From an optimization exercise on the open Yosys and OpenROAD flow, aimed at small area, a short achievable clock period and few clock cycles; shortcuts taken in it are not production practice.
RTL that was checked went through simulation tests only; none was proved equivalent to the original.
Only the layout flow was run in run 3; the RTL was not checked for function there.

File: flow/flow/run.sh
#!/bin/bash
# Standard ORFS flow (the standard.sh), with the port buffers the standard flow's flow
# inserts on every input and output made from buf_2 cells instead of the
# default delay-buffer cell.
set -e
export BUFFER_PORTS_ARGS="-buffer_cell sky130_fd_sc_hd__buf_2"
bash standard.sh > standard.log 2>&1
File: flow/standard.sh
#!/bin/bash
# synth_recipe.tcl (not shown) runs the flow's synth.tcl, then flattens the netlist and writes it again
# the make line also repeats each setting of config.mk as NAME=value (left out here)
make -C /OpenROAD-flow-scripts/flow DESIGN_CONFIG=/design/flow/config.mk WORK_HOME=/design/flow/orfs CLKGATE_MAP_FILE= SYNTH_SCRIPT=/design/flow/synth_recipe.tcl "${@:-finish}"
File: flow/config.mk
export PLATFORM = sky130hd
export DESIGN_NAME = UT_TOP
export DESIGN_NICKNAME = UT_TOP
export VERILOG_FILES = /design/flow/design.v
export SDC_FILE = /design/flow/constraint.sdc
export NUM_CORES = 4
export LEC_CHECK = 0
export ABC_AREA = 1
export CAP_MARGIN = 20
export CORE_MARGIN = 2
export CORE_UTILIZATION = 85
export SLEW_MARGIN = 20
File: flow/constraint.sdc
create_clock -name core_clock -period 20.0 [get_ports {clk}]
set_input_delay 4.0000 -clock core_clock [delete_from_list [all_inputs] [get_ports {clk}]]
set_output_delay 4.0000 -clock core_clock [all_outputs]
set_load 0.01 [all_outputs]
File: flow/design.v
module B2BCD_IP #(parameter WIDTH = 4, parameter DIGIT = 2) (
    Binary_code,
    BCD_code
);
input  [WIDTH-1:0]   Binary_code;
output reg [DIGIT*4-1:0] BCD_code;
integer i, j;
always @(*) begin
    BCD_code = 0;
    for (i = WIDTH - 1; i >= 0; i = i - 1) begin
        for (j = 0; j < DIGIT; j = j + 1)
            if (BCD_code[j*4 +: 4] >= 5) BCD_code[j*4 +: 4] = BCD_code[j*4 +: 4] + 4'd3;
        BCD_code = {BCD_code[DIGIT*4-2:0], Binary_code[i]};
    end
end
endmodule
module UT_TOP (
    clk, rst_n, in_valid, in_time,
    out_valid, out_display, out_day
);
input clk, rst_n, in_valid;
input [30:0] in_time;
output reg out_valid;
output reg [3:0] out_display;
output reg [2:0] out_day;
reg [4:0] cnt;                 
reg [27:0] S;                  
reg [4:0] hh;                  
reg [2:0] m1; reg [3:0] m0;    
reg [2:0] s1; reg [3:0] s0;    
reg [2:0] w;                   
reg [10:0] RB;                 
reg [2:0] yt; reg [3:0] yn;    
wire idle = (cnt == 5'd0);
wire ph_a = (cnt >= 5'd1) && (cnt <= 5'd4);
wire ph_b = (cnt >= 5'd5) && (cnt <= 5'd8);    
function [3:0] dec10; input [3:0] d;
    reg c;
    begin
        c = d[3] | d[2] & (d[1] | d[0]);
        dec10 = {c, d[3] & d[0] | ~c & d[2], d[1] & (~d[2] | d[0]) | d[3] & ~d[0], d[0] ^ c};
    end
endfunction
function [2:0] dec6; input [2:0] d;
    reg c;
    begin
        c = d[2] | d[1] & d[0];
        dec6 = {c, d[2] & d[0] | ~d[2] & d[1] & ~d[0], d[0] ^ c};
    end
endfunction
reg [4:0] th; reg [2:0] tm1; reg [3:0] tm0; reg [2:0] ts1; reg [3:0] ts0;
reg [27:0] tS; reg [6:0] qd;
reg [3:0] e0, e2; reg [2:0] e1, e3; reg c4;
integer k;
always @(*) begin
    th = hh; tm1 = m1; tm0 = m0; ts1 = s1; ts0 = s0; tS = S;
    for (k = 6; k >= 0; k = k - 1) begin
        e0 = dec10(ts0); e1 = dec6(ts1); e2 = dec10(tm0); e3 = dec6(tm1);
        c4 = th[4] | (th[3] & th[2]);
        ts0 = {e0[2:0], tS[27]};
        ts1 = {e1[1:0], e0[3]};
        tm0 = {e2[2:0], e1[2]};
        tm1 = {e3[1:0], e2[3]};
        th  = {th[4] & th[2] | ~c4 & th[3], c4 ? th[4] & ~th[2] : th[2], th[1:0], e3[2]};
        tS  = {tS[26:0], c4};
        qd[k] = c4;
    end
end
function [2:0] add7; input [2:0] a; input [2:0] b;
    reg [3:0] t;
    begin
        t = a + b;
        add7 = t[2:0] + t[3];
    end
endfunction
wire [2:0] w_n = add7(add7({w[1:0], w[2]}, S[5:3]), add7(S[2:0], {2'b0, S[6]}));
reg [1:0] bb;
always @(*) begin
    case (cnt[1:0])
    2'd1: bb = S[4:3];            
    2'd2: bb = S[9:8];            
    2'd3: bb = {S[14], 1'b1};     
    default: bb = 2'b00;
    endcase
end
wire [11:0] x1 = {RB, bb[1]};
wire q1 = x1 >= 12'd1461;
wire [10:0] r1a = q1 ? x1 - 12'd1461 : x1[10:0];
wire [11:0] x2 = {r1a, bb[0]};
wire q2 = x2 >= 12'd1461;
wire [10:0] r2 = q2 ? x2 - 12'd1461 : x2[10:0];
wire [12:0] z = {RB, 1'b0};
wire [13:0] za1 = {1'b0, z} - 14'd1461;
wire q1s = ~za1[13];
wire [10:0] r1 = q1s ? za1[10:0] : z[10:0];
wire [3:0] ya = dec10({1'b0, yt});
wire [3:0] yb = dec10(yn);
wire [3:0] yc = dec10({ya[2:0], yb[3]});
wire [3:0] yd = dec10({yb[2:0], q1});
wire [2:0] yt_n = {yc[1:0], yd[3]};
wire [3:0] yn_n = {yd[2:0], q2};
wire [3:0] ytf = {yt, yn >= 4'd5};
wire leap = ~yn[0] & (yn[1] ^ yt[0]);         
wire [8:0] doy = RB[10:2];
wire late = {doy, ~leap} >= 10'd119;           
wire hi   = {doy, ~leap} >= 10'd425;           
wire [8:0] kadd = hi ? (leap ? -9'd213 : -9'd212) : late ? (leap ? 9'd1 : 9'd2) : 9'd0;
wire [8:0] rsum = doy + kadd;
wire [7:0] r = rsum[7:0];
wire [7:0] rs = RB[7:0];
wire [1:0] pair = rs >= 8'd183 ? 2'd3 : rs >= 8'd122 ? 2'd2 : rs >= 8'd61 ? 2'd1 : 2'd0;
wire [5:0] rr = rs - pair * 6'd61;
wire sec = rr >= 6'd31;
wire [4:0] d0 = sec ? rr - 6'd31 : rr;       
wire [3:0] mon = (RB[10] ? 4'd8 : 4'd1) + RB[9:7];
reg [3:0] dt, dn;
always @(*) begin
    if (RB[4:0] >= 5'd29)      begin dt = 3; dn = RB[4:0] - 5'd29; end
    else if (RB[4:0] >= 5'd19) begin dt = 2; dn = RB[4:0] - 5'd19; end
    else if (RB[4:0] >= 5'd9)  begin dt = 1; dn = RB[4:0] - 5'd9;  end
    else                       begin dt = 0; dn = RB[4:0] + 5'd1;  end
end
always @(posedge clk or negedge rst_n) begin
    if (!rst_n) cnt <= 0;
    else if (idle) cnt <= in_valid ? 5'd1 : 5'd0;
    else if (cnt == 5'd19) cnt <= 0;
    else cnt <= cnt + 1;
end
always @(posedge clk) begin
    if (idle) S <= in_time[27:0];
    else S <= tS;
end
always @(posedge clk) begin
    if (idle) begin
        hh <= 0; m1 <= 0; m0 <= 0; s1 <= 0; s0 <= {1'b0, in_time[30:28]};
    end else if (ph_a) begin
        hh <= th; m1 <= tm1; m0 <= tm0; s1 <= ts1; s0 <= ts0;
    end
end
reg y2k;
always @(posedge clk) if (cnt == 5'd5) y2k <= S[14:0] >= 15'd10957;
always @(posedge clk) begin
    if (idle) w <= 3'd2;
    else if (cnt >= 5'd2 && cnt <= 5'd5) w <= w_n;
end
always @(posedge clk) begin
    if (cnt == 5'd4) begin
        RB <= {1'b0, tS[14:5]};
        yt <= 0; yn <= 0;
    end else if (ph_b && cnt != 5'd8) begin
        RB <= r2;
        yt <= yt_n; yn <= yn_n;
    end else if (ph_b) begin
        RB <= r1;
        yt <= {ya[1:0], yb[3]}; yn <= {yb[2:0], q1s};
    end else if (cnt == 5'd9)  RB <= {3'b0, r[7:0]} | {hi, 10'b0};
    else if (cnt == 5'd10) RB <= {RB[10], pair, sec, 2'b0, d0};
end
always @(posedge clk or negedge rst_n) begin
    if (!rst_n) begin
        out_valid <= 0; out_display <= 0; out_day <= 0;
    end else begin
        out_valid <= (cnt >= 5'd6);
        out_day <= (cnt >= 5'd6 && w != 3'd7) ? w : 3'd0;
        case (cnt)
        6:  out_display <= y2k ? 4'd2 : 4'd1;
        7:  out_display <= y2k ? 4'd0 : 4'd9;
        8:  out_display <= (ytf >= 4'd3) ? ytf - 4'd3 : ytf + 4'd7;
        9:  out_display <= yn;
        10: out_display <= {3'b0, RB[10] & (RB[7:0] >= 8'd61)};
        11: out_display <= (mon >= 4'd10) ? mon - 4'd10 : mon;
        12: out_display <= dt;
        13: out_display <= dn;
        14: out_display <= (hh >= 5'd20) ? 4'd2 : (hh >= 5'd10) ? 4'd1 : 4'd0;
        15: out_display <= (hh >= 5'd20) ? hh - 5'd20 : (hh >= 5'd10) ? hh - 5'd10 : hh;
        16: out_display <= {1'b0, m1};
        17: out_display <= m0;
        18: out_display <= {1'b0, s1};
        19: out_display <= s0;
        default: out_display <= 0;
        endcase
    end
end
endmodule
==> metrics.md, run 1 <==
| Metric | Value |
|---|---|
| Yosys warns | `1` |
| Die Y | `99.39 um` |
| Post-synth top area cell | `dfxtp_1` |
| Mapped Nets | `1292` |
| Fail Step | `3_1_place_gp_skip_io` |
| First Err | `[ERROR GPL-0301] Utilization 102.854 % exceeds 100%.` |
| Post-synthesis sequential area ratio | `0.2388` |
| Post-synth EDFFs | `14` |
| Syn Inst Count | `1199` |
| Post-Syn Area | `7734 um2` |
| Die Wd | `99.39 um` |
| Ys async rst share | `0.1585` |
| Number of distinct library cells after synthesis | `66` |
| Synth area leaders | `dfxtp_1, nand2_1, inv_1` |
| Starting Density | `0.8825` |
| Outcome | `did not finish` |
| Synth Area per Inst | `6.450 um2` |
| Seq cells post-synth | `82` |
| Rows | `34` |
| Top cell type's share of synthesized area | `0.1424` |
| Ys flop type | `dfxtp_1` |
==> synthesized netlist by cell type, types with 4 or more instances <==
library cell  count
nor2_1           94
nand2_1         293
o21ai_0          91
clkinv_1          4
o221ai_1          5
o21ai_1          27
a211oi_1          6
xnor2_1           8
dfxtp_1          55
nor3_1            9
o211ai_1          8
a21oi_1          78
a221oi_1          7
inv_2            17
nand3_1          70
o22ai_1          10
nor4_1            4
a31oi_1          10
dfrtp_1          13
o2111ai_1         4
nand2_2          15
xor2_1           25
ha_1             52
nand4_1           9
a22oi_1           4
clkbuf_1         12
fa_1              7
o21bai_1          5
o21ai_2           9
inv_1           175
edfxtp_1         14
o21a_1            4
==> kinds of logic after synthesis <==
group / count (synthesis) / share of synthesized area
adders and majority gates: 59 / 0.1022
DFF: 82 / 0.2388
buffers and inverters: 220 / 0.1139
AOI/OAI and AO/OA: 292 / 0.2280
xor gates and xnor gates: 33 / 0.03737
muxes: 1 / 0.001294
and+or+nand+nor: 512 / 0.2784
Testbench counts, summed over its fixed seeds: cycles 6,712.
==> run 2: changes to the inputs <==
--- a/flow/config.mk
+++ b/flow/config.mk
@@ -10,3 +10,3 @@
 export CORE_MARGIN = 2
-export CORE_UTILIZATION = 85
+export CORE_UTILIZATION = 70
 export SLEW_MARGIN = 20
==> run 2 against run 1 <==
  * The run now finishes clean
  * Synthesized area unchanged
  * Synthesized cell count unchanged
==> metrics.md, run 2 <==
| Metric | Value |
|---|---|
| Outcome | `finished clean` |
| Detailed Routing Iterations Pass 1 | `8` |
| Top-count cell post-synth | `nand2_1` |
| CP startpoint | `RB[0]` |
| Fillers | `882` |
| N_diodes | `0` |
| Post-Syn Area | `7734 um2 (unchanged)` |
| Hold Path Class | `flip-flop to flip-flop` |
| Finished Cell Area | `8199 um2` |
| HPWL Detailed | `16920 um` |
| Gpl congestion | `1.107` |
| Overflow after GRT | `0` |
| Final hold vios | `0` |
| First-pass GRT wire length | `34170 um` |
| Synth Area per Inst | `6.450 um2 (unchanged)` |
| Hold-fix buffers, CTS | `0` |
| Final setup TNS | `0 ps` |
| Die Y | `109.1 um (+9.8%)` |
| Seq cells post-synth | `82 (unchanged)` |
| Layout cells sized above 1 | `0.09782` |
| Core area | `10790 um2` |
| Post-synth top area cell | `dfxtp_1` |
| Final ANT Viol Nets | `0` |
| Number of setup buffers added after CTS | `0` |
| Largest net degree at the start of global routing | `50` |
| Port buffer count | `41` |
| Worst setup path category | `flip-flop to flip-flop` |
| Setup WS post-layout | `15100 ps` |
| Biggest register | `S` |
| Register Area | `1847 um2` |
| Rows | `38 (+12%)` |
| Critical Path Sink Type | `flip-flop` |
| Final setup violation count | `0` |
| # resized after CTS | `0` |
| Die area | `11910 um2` |
| Commonest non-fill, non-tap cell in the layout | `nand2_1` |
| Gr usage total | `0.3696` |
| # placed instances | `1361` |
| Vias in the first global route | `7203` |
| CP arrival | `4990 ps` |
| Area grow syn2layout | `6.018%` |
| Post-synth EDFFs | `14 (unchanged)` |
| Clock root buffer | `clkbuf_8` |
| H-tree levels | `3` |
| CTS max path bufs | `2` |
| Clock-pin slew on the worst setup and hold paths | `90 ps` |
| Synth area leaders | `dfxtp_1, nand2_1, inv_1` |
| Drc violations | `0` |
| Syn Inst Count | `1199 (unchanged)` |
| Biggest registers after layout | `S x28, RB x11` |
| Post-synthesis sequential area ratio | `0.2388 (unchanged)` |
| Ys async rst share | `0.1585 (unchanged)` |
| Crit Path Max Fanout | `8` |
| Worst-Skew Late Latency | `380 ps` |
| Pre-CTS worst setup slack | `15280 ps` |
| Vias per cell | `5.906` |
| Multi-input gate area | `5006 um2` |
| Startpoint Class | `flip-flop` |
| Die Wd | `109.1 um (+9.8%)` |
| Top cell type's share of synthesized area | `0.1424 (unchanged)` |
| Mapped Nets | `1292 (unchanged)` |
| Part of the cycle the worst path needs | `0.2451` |
| Dpl cell area | `8004 um2` |
| Io pins | `42` |
| Avg WL per Cell | `15.71 um` |
| Hold Path Origin | `S[16]` |
| Starting Density | `0.7166 (-0.1659)` |
| Worst-margin pin slew | `813.6 ps` |
| Max Cap Violations | `0` |
| Critical R2R Launch | `RB[0]` |
| Final Non-Filler Cells | `1377` |
| Max FFs per register | `28` |
| Max_slew headroom | `0.4556` |
| Initial DRC count | `913` |
| Num CTS Buffers | `9` |
| Antenna violations before repair | `0` |
| Vias | `8132` |
| Yosys warns | `1 (unchanged)` |
| Number of distinct library cells after synthesis | `66 (unchanged)` |
| Final wirelength | `21630 um` |
| # nets final | `1325` |
| Most frequent cells in the layout | `nand2_1, inv_1, nor2_1` |
| Slew Limit Fails | `0` |
| Tmin final | `4902 ps` |
| CTS tree | `done` |
| RSZ-0062 raised after global routing | `no` |
| Synth top cells by count | `nand2_1, inv_1, nor2_1, o21ai_0, a21oi_1` |
| Worst Skew | `16.86 ps` |
| Max Freq | `204.0 MHz` |
| Clock sinks | `82` |
| Required time of the critical path | `20090 ps` |
| Ys flop type | `dfxtp_1` |
==> run 2: cell counts after synthesis <==
No cell type changed its count.
==> run 2: per-layer routing <==
metal	track usage	share of wire	vias up
li1	-	-	4028
met1	0.5085	0.43	3608
met2	0.5670	0.43	451
met3	0.09504	0.12	45
met4	0.1163	0.018	0
met5	0	0	-
==> run 2: kinds of logic after synthesis <==
group / count (synthesis) / share of synthesized area
compound gates: 292 / 0.2280
buf+inv: 220 / 0.1139
fa+ha+maj: 59 / 0.1022
mux: 1 / 0.001294
xor+xnor: 33 / 0.03737
flops: 82 / 0.2388
simple gates: 512 / 0.2784
==> run 2: cell type report <==
cell class	count	share of cell area
flip-flops and latches	82	0.2252
clock inverters	5	0.005188
well taps	140	0.02136
multi-input cells	897	0.6106
clock buffers	11	0.01862
repair buffers	45	0.02869
inverters	197	0.09034
==> run 2: path summary, 6_finish.rpt <==
kind                                  endpoint  slack [ps]  cells past startpoint
worst max-delay path                     RB[3]       15100                     22
worst min-delay path                     S[23]         430                      2
worst max register to register           RB[3]       15100                     22
worst min register to register           S[23]         430                      2
max in group asynchronous       out_display[1]       16210                      1
min in group asynchronous               cnt[3]        3520                      1
==> run 2: per-stage QoR <==
step / utilization / hold WS, ps
CTS: 0.7597 / 432.5
finish: 0.7597 / 431.4
global placement: 0.7416 / 405.9
detailed placement: 0.7416 / 410.5
floorplan: - / 403.0
global route: 0.7597 / 450.6
==> run 2: critical path: stages, from the launching register on <==
cell,delay [ps]
edfxtp_1,520
inv_1,260
ha_1,290
or2_2,290
a31oi_1,350
inv_1,230
nor2_1,130
nor2_1,80
inv_1,170
fa_1,440
inv_1,70
ha_1,250
a21oi_1,190
xor2_1,230
nor4_1,90
nor2_1,280
inv_1,140
nand2_1,100
a21oi_1,60
o21ai_0,100
nand3_1,110
o211ai_1,100
a31oi_1,120
==> run 3: changes to the inputs <==
--- a/flow/design.v
+++ b/flow/design.v
@@ -91,6 +91,2 @@
 wire [10:0] r2 = q2 ? x2 - 12'd1461 : x2[10:0];
-wire [12:0] z = {RB, 1'b0};
-wire [13:0] za1 = {1'b0, z} - 14'd1461;
-wire q1s = ~za1[13];
-wire [10:0] r1 = q1s ? za1[10:0] : z[10:0];
 wire [3:0] ya = dec10({1'b0, yt});
@@ -153,4 +149,4 @@
     end else if (ph_b) begin
-        RB <= r1;
-        yt <= {ya[1:0], yb[3]}; yn <= {yb[2:0], q1s};
+        RB <= r1a;
+        yt <= {ya[1:0], yb[3]}; yn <= {yb[2:0], q1};
     end else if (cnt == 5'd9)  RB <= {3'b0, r[7:0]} | {hi, 10'b0};
==> run 3 against run 2 <==
  * Highest routed layer unchanged
  * Fmax up 0.44%
  * Cell count down 3.0%
  * Still clean
  * Final area down 1.7%
  * Clock-buffer cell count unchanged
  * First-iteration DRC count up 13%
  * Critical path depth down 21
  * Flip-flop and latch count unchanged
==> metrics.md, run 3 <==
| Metric | Value |
|---|---|
| Outcome | `finished clean` |
| Antenna violations before repair | `0 (unchanged)` |
| Die Y | `107.9 um (-1.1%)` |
| # nets final | `1284 (-3.1%)` |
| Avg WL per Cell | `15.59 um (-0.75%)` |
| Synth area leaders | `dfxtp_1, nand2_1, inv_1` |
| Rows | `37 (-2.6%)` |
| Worst Skew | `12.55 ps (-4.309 ps)` |
| Synth Area per Inst | `6.507 um2 (+0.88%)` |
| Required time of the critical path | `16000 ps (-4090 ps)` |
| Clock sinks | `82 (unchanged)` |
| # placed instances | `1320 (-3.0%)` |
| Commonest non-fill, non-tap cell in the layout | `nand2_1` |
| Die area | `11650 um2 (-2.2%)` |
| Gr usage total | `0.3743 (+0.004703)` |
| Final wirelength | `20830 um (-3.7%)` |
| Port buffer count | `41 (unchanged)` |
| Startpoint Class | `flip-flop` |
| Critical R2R Launch | `RB[3]` |
| CP startpoint | `out_valid` |
| Max FFs per register | `28 (unchanged)` |
| Max incr delay on CP | `380 ps (-140 ps)` |
| Most frequent cells in the layout | `nand2_1, inv_1, nor2_1` |
| Yosys warns | `1 (unchanged)` |
| M2 GR Usage | `0.5795 (+0.01252)` |
| Number of setup buffers added after CTS | `0 (unchanged)` |
| Synth top cells by count | `nand2_1, inv_1, nor2_1, o21ai_0, a21oi_1` |
| Buf/Inv on CP | `1 (-4)` |
| Layout cells sized above 1 | `0.1108 (+0.01302)` |
| Slowest library cell on the worst path | `dfrtp_1` |
| Vias per cell | `5.904 (about the same)` |
| Top-count cell post-synth | `nand2_1` |
| Slew Limit Fails | `0 (unchanged)` |
| Hold-fix buffers, CTS | `0 (unchanged)` |
| Worst Hold Endpoint | `S[24]` |
| First-pass GRT wire length | `34470 um (+0.87%)` |
| H-tree levels | `3 (unchanged)` |
| Gpl congestion | `1.014 (-8.4%)` |
| Num CTS Buffers | `9 (unchanged)` |
| Initial DRC count | `1031 (+13%)` |
| Worst-path cell chain | `buf_2` |
| CP arrival | `880 ps (-4110 ps)` |
| Ys flop type | `dfxtp_1` |
| Syn Inst Count | `1162 (-3.1%)` |
| Clock-pin slew on the worst setup and hold paths | `90 ps (about the same)` |
| Drc violations | `0 (unchanged)` |
| Detailed Routing Iterations Pass 1 | `6 (-2)` |
| Crit Path Max Fanout | `1 (-7)` |
| Worst-Skew Late Latency | `370 ps (about the same)` |
| Number of distinct library cells after synthesis | `59 (-11%)` |
| Tmin final | `4880 ps (-21.30 ps)` |
| RSZ-0062 raised after global routing | `no` |
| Area grow syn2layout | `6.586%` |
| Die Wd | `107.9 um (-1.1%)` |
| Worst setup path category | `flip-flop to primary output` |
| Finished Cell Area | `8059 um2 (-1.7%)` |
| Dpl cell area | `7860 um2 (-1.8%)` |
| R2R depth | `20 (-9.1%)` |
| Hold Crit Depth | `2 (unchanged)` |
| Vias in the first global route | `7095 (-1.5%)` |
| GR peak layer | `met2` |
| Ys async rst share | `0.1585 (unchanged)` |
| Hold Path Class | `flip-flop to flip-flop` |
| # resized after CTS | `0 (unchanged)` |
| Hold Path Origin | `S[17]` |
| Routing usage on met3 | `0.05425 (-0.04079)` |
| Worst-margin pin slew | `924.2 ps (+110.6 ps)` |
| Final Non-Filler Cells | `1336 (-3.0%)` |
| WP depth | `1 (-95%)` |
| Part of the cycle the worst path needs | `0.2440 (-0.001065)` |
| Clock root buffer | `clkbuf_8` |
| Cell family with most CP delay | `flip-flops` |
| CTS tree | `done` |
| Vias | `7888 (-3.0%)` |
| HPWL Detailed | `16350 um (-3.4%)` |
| Max Cap Violations | `0 (unchanged)` |
| Starting Density | `0.7259 (+0.009331)` |
| Overflow after GRT | `0 (unchanged)` |
| Met1 Use GR | `0.5425 (+0.03399)` |
| Biggest register | `S` |
| Post-Syn Area | `7561 um2 (-2.2%)` |
| Max_slew headroom | `0.3797 (-0.07592)` |
| Seq cells post-synth | `82 (unchanged)` |
| Reg-to-reg endpoint | `RB[0]` |
| Post-synth top area cell | `dfxtp_1` |
| Final ANT Viol Nets | `0 (unchanged)` |
| CTS max path bufs | `2 (unchanged)` |
| Post-synthesis sequential area ratio | `0.2442 (+0.005453)` |
| Mapped Nets | `1251 (-3.2%)` |
| Core area | `10420 um2 (-3.5%)` |
| Final hold vios | `0 (unchanged)` |
| Critical Path Sink Type | `primary output` |
| Biggest registers after layout | `S x28, RB x11` |
| Largest net degree at the start of global routing | `49 (-2.0%)` |
| Io pins | `42 (unchanged)` |
| Final setup TNS | `0 ps (unchanged)` |
| N_diodes | `0 (unchanged)` |
| Final setup violation count | `0 (unchanged)` |
| Top cell type's share of synthesized area | `0.1456 (+0.003251)` |
| Max Freq | `204.9 MHz (+0.44%)` |
| Reg-to-reg slack, setup | `15140 ps (+40 ps)` |
| Post-synth EDFFs | `14 (unchanged)` |
==> run 3: cell types whose count changed in the layout (fill, tap and decap cells not counted), moves of 5 or more <==
cell and change:
nand2_2 +8, a21oi_1 -6, nand2_1 -18, o211ai_1 +7, o21ai_1 -7, o21ai_0 -12, a221oi_1 +5, nand3_1 -9
==> run 3: how the worst max path moves through the flow <==
stage | to | slack (ps)
floorplan | s0[2] | 15570
global placement | RB[0] | 15430
detailed placement | RB[0] | 15190
CTS | out_valid | 15110
global route | RB[0] | 14710
finish | out_valid | 15120
==> run 3: cells by family (layout without fill, tap and decap cells) <==
logic type	count (synthesis)	in the layout	synth area share
simple gates	494	494	0.2778
compound gates	274	274	0.2262
buf+inv	222	260	0.1130
flops	82	82	0.2442
fa+ha+maj	55	55	0.09796
xor+xnor	34	34	0.03938
mux	1	1	0.001324
==> run 3: area by class of cell <==
class                      instances  area, um2
clock buffer                      11      152.6
clock inverter                     5      43.79
tap                              136      170.2
timing repair buffer              44      227.7
multi-input combinational        858       4862
inverter                         200      755.7
sequential                        82       1847
fill                             839       2357
==> run 3: routing by layer <==
layer	vias to the layer above	wire, um	part of all wire
li1	3918	-	-
met3	44	2326	0.11
met5	-	0	0
met4	0	505	0.024
met1	3491	9084	0.44
met2	435	8916	0.43
==> run 3: metrics by stage <==
step	util	hold slack (ps)	setup slack, ps
global route	0.7737	467.1	14710
floorplan	-	403.0	15570
CTS	0.7735	446.8	15110
detailed placement	0.7546	426.0	15190
finish	0.7737	449.2	15120
global placement	0.7546	405.8	15430
==> run 3: tightest hold or removal path, stage by stage (launching register included) <==
cell	delay, ps
dfxtp_1	320
nand2_1	40
nand2_1	60
==> run 4: changes to the inputs <==
--- a/flow/design.v
+++ b/flow/design.v
@@ -142,8 +142,8 @@
 always @(posedge clk) begin
-    if (cnt == 5'd4) begin
+    if (ph_b && cnt != 5'd8) begin
+        RB <= r2;
+        yt <= yt_n; yn <= yn_n;
+    end else if (cnt == 5'd4) begin
         RB <= {1'b0, tS[14:5]};
         yt <= 0; yn <= 0;
-    end else if (ph_b && cnt != 5'd8) begin
-        RB <= r2;
-        yt <= yt_n; yn <= yn_n;
     end else if (ph_b) begin
==> flow/flow/run.sh (replaced) <==
#!/bin/bash
# Standard ORFS flow (the standard.sh), with the port buffers the standard flow's flow
# inserts on every input and output made from buf_1 cells instead of the
# default delay-buffer cell.
set -e
export BUFFER_PORTS_ARGS="-buffer_cell sky130_fd_sc_hd__buf_1"
bash standard.sh > standard.log 2>&1
==> run 4 against run 3 <==
  * Hold slack got worse by 4.9 ps
  * Sequential share of layout area is 1.1 points higher
  * Global-route usage fell by 0.78 points
  * Synthesized area down 0.48%
  * Die area down 0.46%
  * Worst setup slack improved by 12 ps
  * Core utilization fell by 0.14 points
  * Critical endpoint is now out_day[1]
==> metrics.md, run 4 <==
| Metric | Value |
|---|---|
| Outcome | `finished clean` |
| WP depth | `1 (unchanged)` |
| Routing usage on met3 | `0.06538 (+0.01113)` |
| Final Non-Filler Cells | `1349 (+0.97%)` |
| HPWL Detailed | `16350 um (about the same)` |
| Critical Path Sink Type | `primary output` |
| Overflow after GRT | `0 (unchanged)` |
| # resized after CTS | `0 (unchanged)` |
| Number of distinct library cells after synthesis | `55 (-6.8%)` |
| Clock root buffer | `clkbuf_8` |
| Clock-pin slew on the worst setup and hold paths | `110 ps (+20 ps)` |
| RSZ-0062 raised after global routing | `no` |
| Die Wd | `107.7 um (-0.23%)` |
| First-pass GRT wire length | `33350 um (-3.2%)` |
| Final setup violation count | `0 (unchanged)` |
| Part of the cycle the worst path needs | `0.2434 (-0.0005950)` |
| Ys flop type | `dfxtp_1` |
| Seq cells post-synth | `82 (unchanged)` |
| Layout cells sized above 1 | `0.07585 (-0.03499)` |
| Gr usage total | `0.3666 (-0.007775)` |
| Max FFs per register | `28 (unchanged)` |
| Synth area leaders | `nand2_1, dfxtp_1, inv_1` |
| Initial DRC count | `857 (-17%)` |
| Vias | `7897 (+0.11%)` |
| Post-synthesis sequential area ratio | `0.2561 (+0.01182)` |
| Vias per cell | `5.854 (-0.85%)` |
| # nets final | `1296 (+0.93%)` |
| Gpl congestion | `1.029 (+1.5%)` |
| Dpl cell area | `7806 um2 (-0.68%)` |
| Drc violations | `0 (unchanged)` |
| Setup WS post-layout | `15130 ps (+11.90 ps)` |
| Num CTS Buffers | `9 (unchanged)` |
| Antenna violations before repair | `0 (unchanged)` |
| Largest net degree at the start of global routing | `47 (-4.1%)` |
| R2R depth | `23 (+15%)` |
| Mapped Nets | `1256 (+0.40%)` |
| H-tree levels | `3 (unchanged)` |
| Worst Skew | `14.96 ps (+2.407 ps)` |
| Cell family with most CP delay | `flip-flops` |
| Max incr delay on CP | `380 ps (about the same)` |
| Yosys warns | `1 (unchanged)` |
| Compound-Gate Fraction of Synth Area | `0.2069 (-0.01936)` |
| Syn Inst Count | `1168 (+0.52%)` |
| Ys async rst share | `0.1585 (unchanged)` |
| Most frequent cells in the layout | `nand2_1, inv_1, nor2_1, o21ai_0, a21oi_1` |
| Max Cap Violations | `0 (unchanged)` |
| Post-Syn Area | `7525 um2 (-0.48%)` |
| Buf/Inv on CP | `1 (unchanged)` |
| Slew Limit Fails | `0 (unchanged)` |
| Crit Path Max Fanout | `1 (unchanged)` |
| Hold slack | `444.4 ps (-4.851 ps)` |
| CTS max path bufs | `2 (unchanged)` |
| Worst-Skew Late Latency | `380 ps (about the same)` |
| Rows | `37 (unchanged)` |
| Post-synth top area cell | `nand2_1` |
| Hold Crit Depth | `2 (unchanged)` |
| Top cell type's share of synthesized area | `0.1511 (+0.005524)` |
| Port buffer count | `41 (unchanged)` |
| Detailed Routing Iterations Pass 1 | `6 (unchanged)` |
| N_diodes | `0 (unchanged)` |
| Worst-margin pin slew | `1102 ps (+177.7 ps)` |
| Post-synthesis simple-gate area fraction | `0.2897 (+0.01182)` |
| Max Freq | `205.4 MHz (+0.24%)` |
| Tmin final | `4868 ps (-11.90 ps)` |
| Worst-path cell chain | `buf_1` |
| CTS tree | `done` |
| Slowest library cell on the worst path | `dfrtp_1` |
| Final core utilization | `0.7723 (-0.001373)` |
| Vias in the first global route | `6983 (-1.6%)` |
| Hold-fix buffers, CTS | `0 (unchanged)` |
| Avg WL per Cell | `15.42 um (-1.1%)` |
| Commonest non-fill, non-tap cell in the layout | `nand2_1` |
| Final ANT Viol Nets | `0 (unchanged)` |
| Final wirelength | `20800 um (-0.18%)` |
| Worst setup path category | `flip-flop to primary output` |
| Number of setup buffers added after CTS | `0 (unchanged)` |
| Main combinational cell family by area after synthesis | `simple AND/OR/NAND/NOR gates` |
| Hold Path Class | `flip-flop to flip-flop` |
| Top-count cell post-synth | `nand2_1` |
| Io pins | `42 (unchanged)` |
| Biggest registers after layout | `S x28, RB x11` |
| Post-synthesis mux area share | `0.004157 (+0.002833)` |
| Pre-CTS worst setup slack | `15400 ps (+206.6 ps)` |
| Biggest register | `S` |
| Required time of the critical path | `16000 ps (about the same)` |
| Die area | `11600 um2 (-0.46%)` |
| Final setup TNS | `0 ps (unchanged)` |
| Startpoint Class | `flip-flop` |
| Synthesized-area fraction occupied by adder cells | `0.09677 (-0.001190)` |
| Xor/xnor share of the synthesized area | `0.03725 (-0.002138)` |
| GR peak layer | `met2` |
| Starting Density | `0.7256 (about the same)` |
| Area grow syn2layout | `6.435%` |
| Post-synth EDFFs | `22 (+8)` |
| M2 GR Usage | `0.5683 (-0.01123)` |
| Synth Area per Inst | `6.442 um2 (-0.99%)` |
| CP arrival | `870 ps (about the same)` |
| Die Y | `107.7 um (-0.23%)` |
| Final hold vios | `0 (unchanged)` |
| Finished Cell Area | `8009 um2 (-0.62%)` |
| Met1 Use GR | `0.5190 (-0.02356)` |
| # placed instances | `1333 (+0.98%)` |
| Max_slew headroom | `0.2605 (-0.1192)` |
| Synth top cells by count | `nand2_1, inv_1, nor2_1, o21ai_0, a21oi_1` |
| Clock sinks | `82 (unchanged)` |
| Core area | `10370 um2 (-0.44%)` |
run 4: changes by cell type after synthesis, sizes merged, moves of 3 or more:
| cell | delta |
|---|---|
| edfxtp | +8 |
| a221oi | -9 |
| clkbuf | -9 |
| or2 | +3 |
| a21oi | -7 |
| o2111ai | -3 |
| nand2 | +28 |
| o221ai | -5 |
| dfxtp | -8 |
| nor2 | -3 |
| o211ai | -5 |
| o21ai | +20 |
| xor2 | -3 |
| inv | +3 |
run 4: routing by layer:
layer,vias to the layer above,share of wire
li1,3900,-
met1,3490,0.44
met2,450,0.43
met3,57,0.11
met4,0,0.026
met5,-,0
run 4: area by class of cell:
type | instances | area (um2)
inverters | 201 | 757.0
multi-input cells | 870 | 4778
fillers | 849 | 2361
clock buffers | 9 | 123.9
well taps | 136 | 170.2
repair buffers | 44 | 176.4
clock inverters | 7 | 76.32
flip-flops and latches | 82 | 1927
run 4: final timing paths:
| path | slack (ps) | endpoint | startpoint |
|---|---|---|---|
| max reg2reg | 15200 | RB[2] | cnt[0] |
| max in group asynchronous | 15810 | out_day[1] | rst_n |
| min | 440 | S[26] | S[19] |
| min reg2reg | 440 | S[26] | S[19] |
| min in group asynchronous | 3680 | cnt[3] | rst_n |
| max | 15130 | out_day[1] | out_day[1] |
run 4: cells by family (layout without fill, tap and decap cells):
family          Yosys count  after routing
mux                       3              3
fa+ha+maj                54             54
flops                    82             82
xor+xnor                 32             32
simple gates            519            519
buf+inv                 216            261
compound gates          262            262
Testbench counts of run 4, summed over its fixed seeds: cycles 6,712.
==> run 5: changes to the inputs <==
--- a/flow/design.v
+++ b/flow/design.v
@@ -33,5 +33,11 @@
 reg [2:0] yt; reg [3:0] yn;    
-wire idle = (cnt == 5'd0);
-wire ph_a = (cnt >= 5'd1) && (cnt <= 5'd4);
-wire ph_b = (cnt >= 5'd5) && (cnt <= 5'd8);    
+wire lo = ~cnt[4] & ~cnt[3];
+wire idle = lo & (cnt[2:0] == 3'd0);
+wire ph_a = lo & (cnt[2:0] != 3'd0) & ~(cnt[2] & (cnt[1] | cnt[0]));      
+wire ph_b2 = lo & cnt[2] & (cnt[1] | cnt[0]);                           
+wire ph_b1 = ~cnt[4] & cnt[3] & (cnt[2:0] == 3'd0);                       
+wire cn4 = lo & cnt[2] & ~cnt[1] & ~cnt[0];
+wire c9 = ~cnt[4] & cnt[3] & (cnt[2:0] == 3'd1);
+wire c10 = ~cnt[4] & cnt[3] & (cnt[2:0] == 3'd2);
+wire busy_out = cnt[4] | cnt[3] | (cnt[2] & cnt[1]);                    
 function [3:0] dec10; input [3:0] d;
@@ -136,19 +142,19 @@
 reg y2k;
-always @(posedge clk) if (cnt == 5'd5) y2k <= S[14:0] >= 15'd10957;
+always @(posedge clk) if (lo & (cnt[2:0] == 3'd5)) y2k <= S[14:0] >= 15'd10957;
 always @(posedge clk) begin
     if (idle) w <= 3'd2;
-    else if (cnt >= 5'd2 && cnt <= 5'd5) w <= w_n;
+    else if (lo & (cnt[2] ^ cnt[1])) w <= w_n;                     
 end
 always @(posedge clk) begin
-    if (ph_b && cnt != 5'd8) begin
+    if (ph_b2) begin
         RB <= r2;
         yt <= yt_n; yn <= yn_n;
-    end else if (cnt == 5'd4) begin
+    end else if (cn4) begin
         RB <= {1'b0, tS[14:5]};
         yt <= 0; yn <= 0;
-    end else if (ph_b) begin
+    end else if (ph_b1) begin
         RB <= r1a;
         yt <= {ya[1:0], yb[3]}; yn <= {yb[2:0], q1};
-    end else if (cnt == 5'd9)  RB <= {3'b0, r[7:0]} | {hi, 10'b0};
-    else if (cnt == 5'd10) RB <= {RB[10], pair, sec, 2'b0, d0};
+    end else if (c9)  RB <= {3'b0, r[7:0]} | {hi, 10'b0};
+    else if (c10) RB <= {RB[10], pair, sec, 2'b0, d0};
 end
@@ -158,4 +164,4 @@
     end else begin
-        out_valid <= (cnt >= 5'd6);
-        out_day <= (cnt >= 5'd6 && w != 3'd7) ? w : 3'd0;
+        out_valid <= busy_out;
+        out_day <= (busy_out && w != 3'd7) ? w : 3'd0;
         case (cnt)
--- a/flow/config.mk
+++ b/flow/config.mk
@@ -11,2 +11,4 @@
 export CORE_UTILIZATION = 70
+export CTS_CLUSTER_DIAMETER = 200
+export CTS_CLUSTER_SIZE = 50
 export SLEW_MARGIN = 20
==> run 5 against run 4 <==
  * Critical path depth stayed put
  * Via count is 2.2% lower
  * Flip-flop and latch count is the same
  * Routed wire length is 1.3% lower
  * Die area shrank 0.55%
  * Core utilization decreased by 0.93 points
  * Still clean on timing, DRC and antenna
  * Worst setup slack worse by 11 ps
==> metrics.md, run 5 <==
| Metric | Value |
|---|---|
| Yosys warns | `1 (unchanged)` |
| Layout cells sized above 1 | `0.07815 (+0.002306)` |
| Worst-Skew Late Latency | `390 ps (about the same)` |
| Post-synthesis sequential area ratio | `0.2575 (+0.001456)` |
| Final setup TNS | `0 ps (unchanged)` |
| Max FFs per register | `28 (unchanged)` |
| Max incr delay on CP | `370 ps (about the same)` |
| HPWL Detailed | `16200 um (-0.88%)` |
| Most frequent cells in the layout | `nand2_1, inv_1, o21ai_0` |
| Die Wd | `107.4 um (-0.27%)` |
| Outcome | `finished clean` |
| Clock sinks | `82 (unchanged)` |
| Post-synth EDFFs | `22 (unchanged)` |
| Vias in the first global route | `6875 (-1.5%)` |
| Final hold vios | `0 (unchanged)` |
| Antenna violations before repair | `0 (unchanged)` |
| Hold Path Class | `flip-flop to flip-flop` |
| Compound-Gate Fraction of Synth Area | `0.2117 (+0.004855)` |
| Core area | `10370 um2 (unchanged)` |
| # nets final | `1273 (-1.8%)` |
| Commonest non-fill, non-tap cell in the layout | `nand2_1` |
| # resized after CTS | `0 (unchanged)` |
| Mapped Nets | `1239 (-1.4%)` |
| Ys flop type | `dfxtp_1` |
| Max Freq | `205.0 MHz (-0.22%)` |
| Top cell type's share of synthesized area | `0.1440 (-0.007167)` |
| Seq cells post-synth | `82 (unchanged)` |
| Die area | `11530 um2 (-0.55%)` |
| Post-synthesis mux area share | `0 (-0.004157)` |
| Gpl congestion | `0.9826 (-4.5%)` |
| H-tree levels | `3 (unchanged)` |
| Number of distinct library cells after synthesis | `52 (-5.5%)` |
| Die Y | `107.4 um (-0.27%)` |
| Top-count cell post-synth | `nand2_1` |
| Num CTS Buffers | `9 (unchanged)` |
| Syn Inst Count | `1151 (-1.5%)` |
| Hold slack | `437.1 ps (-7.279 ps)` |
| Synth Area per Inst | `6.501 um2 (+0.90%)` |
| Cell family with most CP delay | `flip-flops` |
| Final ANT Viol Nets | `0 (unchanged)` |
| Biggest registers after layout | `S x28, RB x11` |
| Final wirelength | `20520 um (-1.3%)` |
| Vias | `7721 (-2.2%)` |
| Detailed Routing Iterations Pass 1 | `8 (+2)` |
| Worst Skew | `17.77 ps (+2.815 ps)` |
| Clock root buffer | `clkbuf_8` |
| Clock-pin slew on the worst setup and hold paths | `100 ps (about the same)` |
| RSZ-0062 raised after global routing | `no` |
| Required time of the critical path | `16000 ps (about the same)` |
| Rows | `37 (unchanged)` |
| Largest net degree at the start of global routing | `48 (+2.1%)` |
| Startpoint Class | `flip-flop` |
| Drc violations | `0 (unchanged)` |
| Synth area leaders | `nand2_1, dfxtp_1, edfxtp_1` |
| Overflow after GRT | `0 (unchanged)` |
| Main combinational cell family by area after synthesis | `simple AND/OR/NAND/NOR gates` |
| Starting Density | `0.7215 (-0.004102)` |
| Max_slew headroom | `0.3006 (+0.04013)` |
| CTS tree | `done` |
| Worst-margin pin slew | `1048 ps (-53.96 ps)` |
| Vias per cell | `5.823 (-0.53%)` |
| Area grow syn2layout | `5.753%` |
| Slowest library cell on the worst path | `dfrtp_1` |
| First-pass GRT wire length | `32710 um (-1.9%)` |
| Xor/xnor share of the synthesized area | `0.03395 (-0.003300)` |
| Buf/Inv on CP | `1 (unchanged)` |
| Post-synthesis simple-gate area fraction | `0.2863 (-0.003370)` |
| Port buffer count | `41 (unchanged)` |
| Part of the cycle the worst path needs | `0.2440 (+0.0005450)` |
| CP arrival | `880 ps (about the same)` |
| Fillers | `892 (+5.1%)` |
| CTS max path bufs | `2 (unchanged)` |
| Biggest register | `S` |
| Initial DRC count | `913 (+6.5%)` |
| Io pins | `42 (unchanged)` |
| Avg WL per Cell | `15.48 um (+0.39%)` |
| Tmin final | `4879 ps (+10.90 ps)` |
| Hold-fix buffers, CTS | `0 (unchanged)` |
| Worst-path cell chain | `buf_1` |
| Max Cap Violations | `0 (unchanged)` |
| Number of setup buffers added after CTS | `0 (unchanged)` |
| Final setup violation count | `0 (unchanged)` |
| Synth top cells by count | `nand2_1, inv_1, nor2_1, o21ai_0, a21oi_1` |
| Worst setup path category | `flip-flop to primary output` |
| Synthesized-area fraction occupied by adder cells | `0.09732 (+0.0005502)` |
| Ys async rst share | `0.1585 (unchanged)` |
| Gr usage total | `0.3603 (-0.006212)` |
| Critical Path Sink Type | `primary output` |
| Crit Path Max Fanout | `1 (unchanged)` |
| N_diodes | `0 (unchanged)` |
| Final core utilization | `0.7630 (-0.009290)` |
| Post-Syn Area | `7482 um2 (-0.57%)` |
| Post-synth top area cell | `nand2_1` |
| Slew Limit Fails | `0 (unchanged)` |
==> run 5: changes by cell type in the layout (fill, tap and decap cells not counted), sizes merged, moves of 5 or more <==
cell   before  now
nand2     329  309
inv       205  196
nor3       11   16
o22ai      11   16
==> run 5: worst paths after layout <==
path | from | to | slack [ps] | cells past startpoint
max | out_day[0] | out_day[0] | 15120 | 1
min | S[15] | S[22] | 440 | 2
max reg2reg | cnt[0] | RB[7] | 15380 | 23
min reg2reg | S[15] | S[22] | 440 | 2
max in group asynchronous | rst_n | out_display[0] | 15660 | 1
min in group asynchronous | rst_n | out_day[2] | 3730 | 1
==> run 5: metrics by stage <==
stage | instance area (um2) | worst slack, ps | instances
detailed placement | 7731 | 15290 | 1310
global route | 7913 | 14890 | 1326
CTS | 7913 | 15110 | 1326
finish | 7913 | 15120 | 1326
floorplan | 7482 | 15620 | 1151
global placement | 7731 | 15320 | 1310
==> run 5: final cells by class <==
cell class / instances / area [um2] / area share
sequential: 82 / 1927 / 0.2435
multi-input combinational: 854 / 4716 / 0.5960
clock inverter: 7 / 57.56 / 0.007274
clock buffer: 9 / 123.9 / 0.01565
inverter: 193 / 734.5 / 0.09282
tap: 136 / 170.2 / 0.02151
timing repair buffer: 45 / 183.9 / 0.02324
==> run 5: per-layer routing <==
layer	global-route usage	part of all wire	up-vias
met5	0	0	-
met4	0.1264	0.026	0
met3	0.06961	0.089	56
met2	0.5850	0.45	354
met1	0.4804	0.43	3445
li1	-	-	3866
==> run 5: worst register-to-register path: stages (launching register included) <==
cell and delay (ps):
dfrtp_1 460, inv_1 110, ha_1 260, inv_1 120
nand2_1 170, ha_1 210, o21ai_2 90, nand3_1 90
and3_1 380, inv_4 130, a2111oi_0 460, nor3_1 190
ha_1 320, a21oi_1 70, nor2_1 130, o21ai_0 120
a21oi_1 240, nand2_1 100, a21oi_1 180, xor2_1 90
nand2_1 90, o211ai_1 80, o21ai_0 190, o21ai_0 110
==> run 5: logic make-up (layout without fill, tap and decap cells) <==
kind of cell,count (synthesis),after routing
xor+xnor,29,29
simple gates,503,503
compound gates,268,268
fa+ha+maj,54,54
buf+inv,215,254
flops,82,82
Testbench counts of run 5, summed over its fixed seeds: cycles 6,712.
==> run 6: changes to the inputs <==
--- a/flow/config.mk
+++ b/flow/config.mk
@@ -11,4 +11,4 @@
 export CORE_UTILIZATION = 70
-export CTS_CLUSTER_DIAMETER = 200
-export CTS_CLUSTER_SIZE = 50
+export CTS_CLUSTER_DIAMETER = 100
+export CTS_CLUSTER_SIZE = 30
 export SLEW_MARGIN = 20
==> run 6 against run 5 <==
  * Register-to-register slack is essentially flat
  * Still clean
  * Critical path depth is the same
  * Clock-buffer cell count is the same
  * Clock skew is the same
  * Highest routed layer unchanged
==> metrics.md, run 6 <==
| Metric | Value |
|---|---|
| Vias per cell | `5.823 (unchanged)` |
| Cell family with most CP delay | `flip-flops` |
| Most frequent cells in the layout | `nand2_1, inv_1, o21ai_0` |
| Biggest register | `S` |
| Tmin final | `4879 ps (unchanged)` |
| Max Cap Violations | `0 (unchanged)` |
| Slowest library cell on the worst path | `dfrtp_1` |
| Post-synthesis mux area share | `0 (unchanged)` |
| Detailed Routing Iterations Pass 1 | `8 (unchanged)` |
| Finished Cell Area | `7913 um2 (unchanged)` |
| Final setup violation count | `0 (unchanged)` |
| Worst Hold Endpoint | `S[22]` |
| # placed instances | `1310 (unchanged)` |
| Pre-CTS worst setup slack | `15290 ps (unchanged)` |
| Critical Path Sink Type | `primary output` |
| Setup WS post-layout | `15120 ps (unchanged)` |
| Avg WL per Cell | `15.48 um (unchanged)` |
| Mapped Nets | `1239 (unchanged)` |
| Routing usage on met3 | `0.06961 (unchanged)` |
| Max Freq | `205.0 MHz (unchanged)` |
| Post-synth EDFFs | `22 (unchanged)` |
| Clock sinks | `82 (unchanged)` |
| Io pins | `42 (unchanged)` |
| Post-Syn Area | `7482 um2 (unchanged)` |
| Overflow after GRT | `0 (unchanged)` |
| Die Wd | `107.4 um (unchanged)` |
| Post-synthesis simple-gate area fraction | `0.2863 (unchanged)` |
| HPWL Detailed | `16200 um (unchanged)` |
| Post-synthesis sequential area ratio | `0.2575 (unchanged)` |
| RSZ-0062 raised after global routing | `no` |
| R2R depth | `23 (unchanged)` |
| Worst-Skew Late Latency | `390 ps (about the same)` |
| Hold Path Origin | `S[15]` |
| Biggest registers after layout | `S x28, RB x11` |
| Worst-margin pin slew | `1048 ps (unchanged)` |
| Crit Path Max Fanout | `1 (unchanged)` |
| Final wirelength | `20520 um (unchanged)` |
| Slew Limit Fails | `0 (unchanged)` |
| CTS max path bufs | `2 (unchanged)` |
| Final Non-Filler Cells | `1326 (unchanged)` |
| Top cell type's share of synthesized area | `0.1440 (unchanged)` |
| Number of setup buffers added after CTS | `0 (unchanged)` |
| Hold Path Class | `flip-flop to flip-flop` |
| # nets final | `1273 (unchanged)` |
| Synth top cells by count | `nand2_1, inv_1, nor2_1, o21ai_0, a21oi_1` |
| Yosys warns | `1 (unchanged)` |
| Final ANT Viol Nets | `0 (unchanged)` |
| Ys flop type | `dfxtp_1` |
| Starting Density | `0.7215 (unchanged)` |
| Outcome | `finished clean` |
| Max incr delay on CP | `370 ps (about the same)` |
| Largest net degree at the start of global routing | `48 (unchanged)` |
| WP depth | `1 (unchanged)` |
| Gpl congestion | `0.9826 (unchanged)` |
| Hold slack | `437.1 ps (unchanged)` |
| Worst-path cell chain | `buf_1` |
| Synthesized-area fraction occupied by adder cells | `0.09732 (unchanged)` |
| Post-synth top area cell | `nand2_1` |
| Required time of the critical path | `16000 ps (about the same)` |
| Synth Area per Inst | `6.501 um2 (unchanged)` |
| N_diodes | `0 (unchanged)` |
| Die Y | `107.4 um (unchanged)` |
| Rows | `37 (unchanged)` |
| Compound-Gate Fraction of Synth Area | `0.2117 (unchanged)` |
| Main combinational cell family by area after synthesis | `simple AND/OR/NAND/NOR gates` |
| Met1 Use GR | `0.4804 (unchanged)` |
| Hold Crit Depth | `2 (unchanged)` |
| M2 GR Usage | `0.5850 (unchanged)` |
| Ys async rst share | `0.1585 (unchanged)` |
| Layout cells sized above 1 | `0.07815 (unchanged)` |
| Gr usage total | `0.3603 (unchanged)` |
| Core area | `10370 um2 (unchanged)` |
| Initial DRC count | `913 (unchanged)` |
| Critical R2R Launch | `cnt[0]` |
| First-pass GRT wire length | `32710 um (unchanged)` |
| Vias | `7721 (unchanged)` |
| Die area | `11530 um2 (unchanged)` |
| CTS tree | `done` |
| Num CTS Buffers | `9 (unchanged)` |
| Top-count cell post-synth | `nand2_1` |
| Worst Skew | `17.77 ps (unchanged)` |
| Part of the cycle the worst path needs | `0.2440 (unchanged)` |
| Clock-pin slew on the worst setup and hold paths | `100 ps (about the same)` |
| Syn Inst Count | `1151 (unchanged)` |
| Vias in the first global route | `6875 (unchanged)` |
| Startpoint Class | `flip-flop` |
| Max FFs per register | `28 (unchanged)` |
| Final core utilization | `0.7630 (unchanged)` |
| # resized after CTS | `0 (unchanged)` |
| GR peak layer | `met2` |
| H-tree levels | `3 (unchanged)` |
| Reg-to-reg slack, setup | `15380 ps (about the same)` |
| Area grow syn2layout | `5.753% (unchanged)` |
| Reg-to-reg endpoint | `RB[7]` |
| Xor/xnor share of the synthesized area | `0.03395 (unchanged)` |
| Commonest non-fill, non-tap cell in the layout | `nand2_1` |
| Max_slew headroom | `0.3006 (unchanged)` |
| Synth area leaders | `nand2_1, dfxtp_1, edfxtp_1` |
| Port buffer count | `41 (unchanged)` |
| Dpl cell area | `7731 um2 (unchanged)` |
| Final hold vios | `0 (unchanged)` |
| Clock root buffer | `clkbuf_8` |
| CP arrival | `880 ps (about the same)` |
| Antenna violations before repair | `0 (unchanged)` |
| Seq cells post-synth | `82 (unchanged)` |
| Drc violations | `0 (unchanged)` |
| Number of distinct library cells after synthesis | `52 (unchanged)` |
| Final setup TNS | `0 ps (unchanged)` |
| Buf/Inv on CP | `1 (unchanged)` |
| Hold-fix buffers, CTS | `0 (unchanged)` |
| Worst setup path category | `flip-flop to primary output` |
run 6: cell counts after synthesis:
No cell type changed its count.
run 6: worst max path at each step:
stage | to | slack (ps) | startpoint
after floorplan | out_day[0] | 15620 | out_day[0]
after global placement | out_display[2] | 15320 | rst_n
after detailed placement | out_display[2] | 15290 | rst_n
after CTS | out_day[0] | 15110 | out_day[0]
after global routing | RB[7] | 14890 | cnt[0]
final | out_day[0] | 15120 | out_day[0]
run 6: worst min-delay path: stages (launching register included):
cell and delay [ps]:
dfxtp_1 320, nand2_1 50, nand2_1 50
run 6: area by class of cell:
class	instances	area [um2]
clock buffers	9	123.9
clock inverters	7	57.56
fillers	892	2457
inverters	193	734.5
multi-input cells	854	4716
flip-flops and latches	82	1927
well taps	136	170.2
repair buffers	45	183.9
run 6: kinds of logic (layout without fill, tap and decap cells):
logic type                 after synthesis  count (layout)
adders and majority gates               54              54
xor gates and xnor gates                29              29
DFF                                     82              82
and+or+nand+nor                        503             503
buffers and inverters                  215             254
AOI/OAI and AO/OA                      268             268
run 6: metal layers:
layer | routed length [um] | up-vias
li1 | - | 3866
met3 | 1824 | 56
met4 | 537 | 0
met5 | 0 | -
met1 | 8843 | 3445
met2 | 9313 | 354
==> run 7: changes to the inputs <==
--- a/flow/config.mk
+++ b/flow/config.mk
@@ -10,5 +10,3 @@
 export CORE_MARGIN = 2
-export CORE_UTILIZATION = 70
-export CTS_CLUSTER_DIAMETER = 100
-export CTS_CLUSTER_SIZE = 30
+export CORE_UTILIZATION = 82
 export SLEW_MARGIN = 20
==> run 7 against run 6 <==
  * Still clean on timing, DRC and antenna
  * Register-to-register slack worse by 290 ps
  * First-iteration DRC count up 15%
  * Critical endpoint is now RB[3]
  * Highest routed layer unchanged
==> metrics.md, run 7 <==
| Metric | Value |
|---|---|
| Detailed Routing Iterations Pass 1 | `10 (+2)` |
| Drc violations | `0 (unchanged)` |
| Biggest registers after layout | `S x28, RB x11` |
| RSZ-0062 raised after global routing | `no` |
| Critical R2R Launch | `RB[5]` |
| Avg WL per Cell | `16.49 um (+6.6%)` |
| Worst-path cell chain | `nand2_1 > nor2_1 > inv_1 > o21ai_0 > a21oi_1 > nor3_1 > inv_1 > ha_1 > fa_1 > inv_1 > ha_1 > inv_1 > nor4_1 > nor2_1 > inv_1 > nand2_1 > a21oi_1 > o21ai_0 > o211ai_1 > o21ai_0 > o221ai_1` |
| Post-synthesis sequential area ratio | `0.2575 (unchanged)` |
| CTS max path bufs | `2 (unchanged)` |
| N_diodes | `0 (unchanged)` |
| Part of the cycle the worst path needs | `0.2455 (+0.001505)` |
| Clock sinks | `82 (unchanged)` |
| Vias | `8345 (+8.1%)` |
| Starting Density | `0.8497 (+0.1281)` |
| Max Cap Violations | `0 (unchanged)` |
| Most numerous cell on the critical path | `inv_1` |
| Area grow syn2layout | `5.284%` |
| Synth area leaders | `nand2_1, dfxtp_1, edfxtp_1` |
| Commonest non-fill, non-tap cell in the layout | `nand2_1` |
| Initial DRC count | `1054 (+15%)` |
| R2R depth | `21 (-8.7%)` |
| Rows | `34 (-8.1%)` |
| First-pass GRT wire length | `34930 um (+6.8%)` |
| HPWL Detailed | `16620 um (+2.6%)` |
| Die Wd | `99.52 um (-7.3%)` |
| Port buffer count | `41 (unchanged)` |
| Worst-Skew Late Latency | `370 ps (-20 ps)` |
| Die area | `9904 um2 (-14%)` |
| Antenna violations before repair | `0 (unchanged)` |
| Synth Area per Inst | `6.501 um2 (unchanged)` |
| Number of setup buffers added after CTS | `0 (unchanged)` |
| Max incr delay on CP | `530 ps (+160 ps)` |
| Final hold vios | `0 (unchanged)` |
| Critical Path Sink Type | `flip-flop` |
| Final Non-Filler Cells | `1298 (-2.1%)` |
| Overflow after GRT | `0 (unchanged)` |
| Io pins | `42 (unchanged)` |
| Layout cells sized above 1 | `0.07647 (-0.001681)` |
| Worst Skew | `17.26 ps (-0.5119 ps)` |
| Gpl congestion | `1.043 (+6.1%)` |
| Biggest register | `S` |
| Reg-to-reg slack, setup | `15090 ps (-290 ps)` |
| Gr usage total | `0.4378 (+0.07743)` |
| Hold Path Class | `flip-flop to flip-flop` |
| Clock-pin slew on the worst setup and hold paths | `100 ps (about the same)` |
| Outcome | `finished clean` |
| Largest net degree at the start of global routing | `50 (+4.2%)` |
| Yosys warns | `1 (unchanged)` |
| Post-Syn Area | `7482 um2 (unchanged)` |
| Seq cells post-synth | `82 (unchanged)` |
| Max_slew headroom | `0.3346 (+0.03400)` |
| Num CTS Buffers | `9 (unchanged)` |
| Ys flop type | `dfxtp_1` |
| Top-count cell post-synth | `nand2_1` |
| Worst setup path category | `flip-flop to flip-flop` |
| Max Freq | `203.7 MHz (-0.61%)` |
| Final ANT Viol Nets | `0 (unchanged)` |
| Max FFs per register | `28 (unchanged)` |
| Tmin final | `4909 ps (+30.10 ps)` |
| Mapped Nets | `1239 (unchanged)` |
| Slew Limit Fails | `0 (unchanged)` |
| # placed instances | `1282 (-2.1%)` |
| Syn Inst Count | `1151 (unchanged)` |
| Post-synth EDFFs | `22 (unchanged)` |
| Reg-to-reg endpoint | `RB[3]` |
| Synth top cells by count | `nand2_1, inv_1, nor2_1, o21ai_0, a21oi_1` |
| Required time of the critical path | `20190 ps (+4190 ps)` |
| # resized after CTS | `0 (unchanged)` |
| Vias per cell | `6.429 (+10%)` |
| Number of distinct library cells after synthesis | `52 (unchanged)` |
| Die Y | `99.52 um (-7.3%)` |
| Most frequent cells in the layout | `nand2_1, inv_1, o21ai_0` |
| Final setup violation count | `0 (unchanged)` |
| Crit Path Max Fanout | `7 (+6)` |
| Final setup TNS | `0 ps (unchanged)` |
| Top cell type's share of synthesized area | `0.1440 (unchanged)` |
| Post-synth top area cell | `nand2_1` |
| Slowest library cell on the worst path | `edfxtp_1` |
| Core area | `8806 um2 (-15%)` |
| # nets final | `1273 (unchanged)` |
| H-tree levels | `3 (unchanged)` |
| Vias in the first global route | `7624 (+11%)` |
| CP arrival | `5100 ps (+4220 ps)` |
| Dpl cell area | `7696 um2 (-0.45%)` |
| Worst-margin pin slew | `997.0 ps (-50.94 ps)` |
| CTS tree | `done` |
| Final wirelength | `21410 um (+4.3%)` |
| Hold Path Origin | `S[15]` |
| Hold-fix buffers, CTS | `0 (unchanged)` |
| Ys async rst share | `0.1585 (unchanged)` |
| Clock root buffer | `clkbuf_8` |
| Startpoint Class | `flip-flop` |
| Setup crit end | `RB[3]` |
| CP startpoint | `RB[5]` |
| Finished Cell Area | `7878 um2 (-0.44%)` |
## run 7: cell types whose count changed in the layout (fill, tap and decap cells not counted), sizes merged
cell | previous run | this run
clkbuf | 9 | 13
inv | 196 | 192
## run 7: routing by layer
layer | track usage | up-vias | share of wire
met5 | 0 | - | 0
li1 | - | 3872 | -
met3 | 0.08011 | 164 | 0.12
met1 | 0.5671 | 3636 | 0.38
met2 | 0.6881 | 673 | 0.44
met4 | 0.2529 | 0 | 0.060
## run 7: cell type report
class	instances	area (um2)
clock buffer	13	158.9
clock inverter	3	22.52
fill	462	928.4
inverter	193	734.5
multi-input combinational	854	4716
sequential	82	1927
tap	108	135.1
timing repair buffer	45	183.9
## run 7: worst min path at each step
stage	endpoint	slack (ps)	cells after the start
after global routing	S[22]	500	2
after global placement	S[22]	400	2
after floorplan	S[22]	400	2
after detailed placement	S[22]	420	2
after CTS	S[22]	440	2
final	S[22]	440	2
## run 7: critical path: cells and delay by family (launching register included)
kind | cells | cell delay, ps
compound gates | 7 | 1210
fa+ha+maj | 3 | 930
buf+inv | 5 | 620
flops | 1 | 530
simple gates | 6 | 1430
## run 7: cell families (layout without fill, tap and decap cells)
logic type               count (synthesis)  after routing  share of synthesized area
adder cells (fa/ha/maj)                 54             54                    0.09732
XOR/XNOR                                29             29                    0.03395
buffers and inverters                  215            254                     0.1132
flip-flops                              82             82                     0.2575
AND/OR/NAND/NOR                        503            503                     0.2863
AO/OA/AOI/OAI                          268            268                     0.2117
## run 7: through the flow
step	utilization	hold WS [ps]	worst slack, ps
2_1_floorplan	-	396.0	15620
3_3_place_gp	0.8740	404.8	15420
3_5_place_dp	0.8740	422.3	15270
4_1_cts	0.8946	441.6	15130
5_1_grt	0.8946	499.1	14740
6_report	0.8946	440.0	15090

-- static timing again, ports no longer ideal --
The results above use ideal ports. As a check the final layouts listed here were re-extracted and re-timed, cells and wires unchanged. Step 1: set_driving_cell puts a clkbuf_16 on clk and a buf_2 on each other input, an assumption about the parent block. Step 2 times the ports against the registers' clock, not the clock port: input delays grow and output delays shrink by t, the midpoint of the rising clock arrivals with the driver on. Three values: no drivers, after step 1, after step 2; two values: the first two.
run	t (ns)	slack for setup (ns)	clock arrival spread, ns
run 2	0.402	15.099 / 15.079 / 15.099	0.017 / 0.017
run 3	0.406	15.120 / 15.080 / 15.140	0.013 / 0.013
run 4	0.406	15.132 / 15.095 / 15.200	0.015 / 0.015
run 5	0.412	15.121 / 15.085 / 15.255	0.017 / 0.017
run 6	0.412	15.121 / 15.085 / 15.255	0.017 / 0.017
run 7	0.400	15.091 / 15.087 / 15.091	0.018 / 0.018
After both steps setup and hold are still met in every run listed. Setup slack includes reset recovery checks.
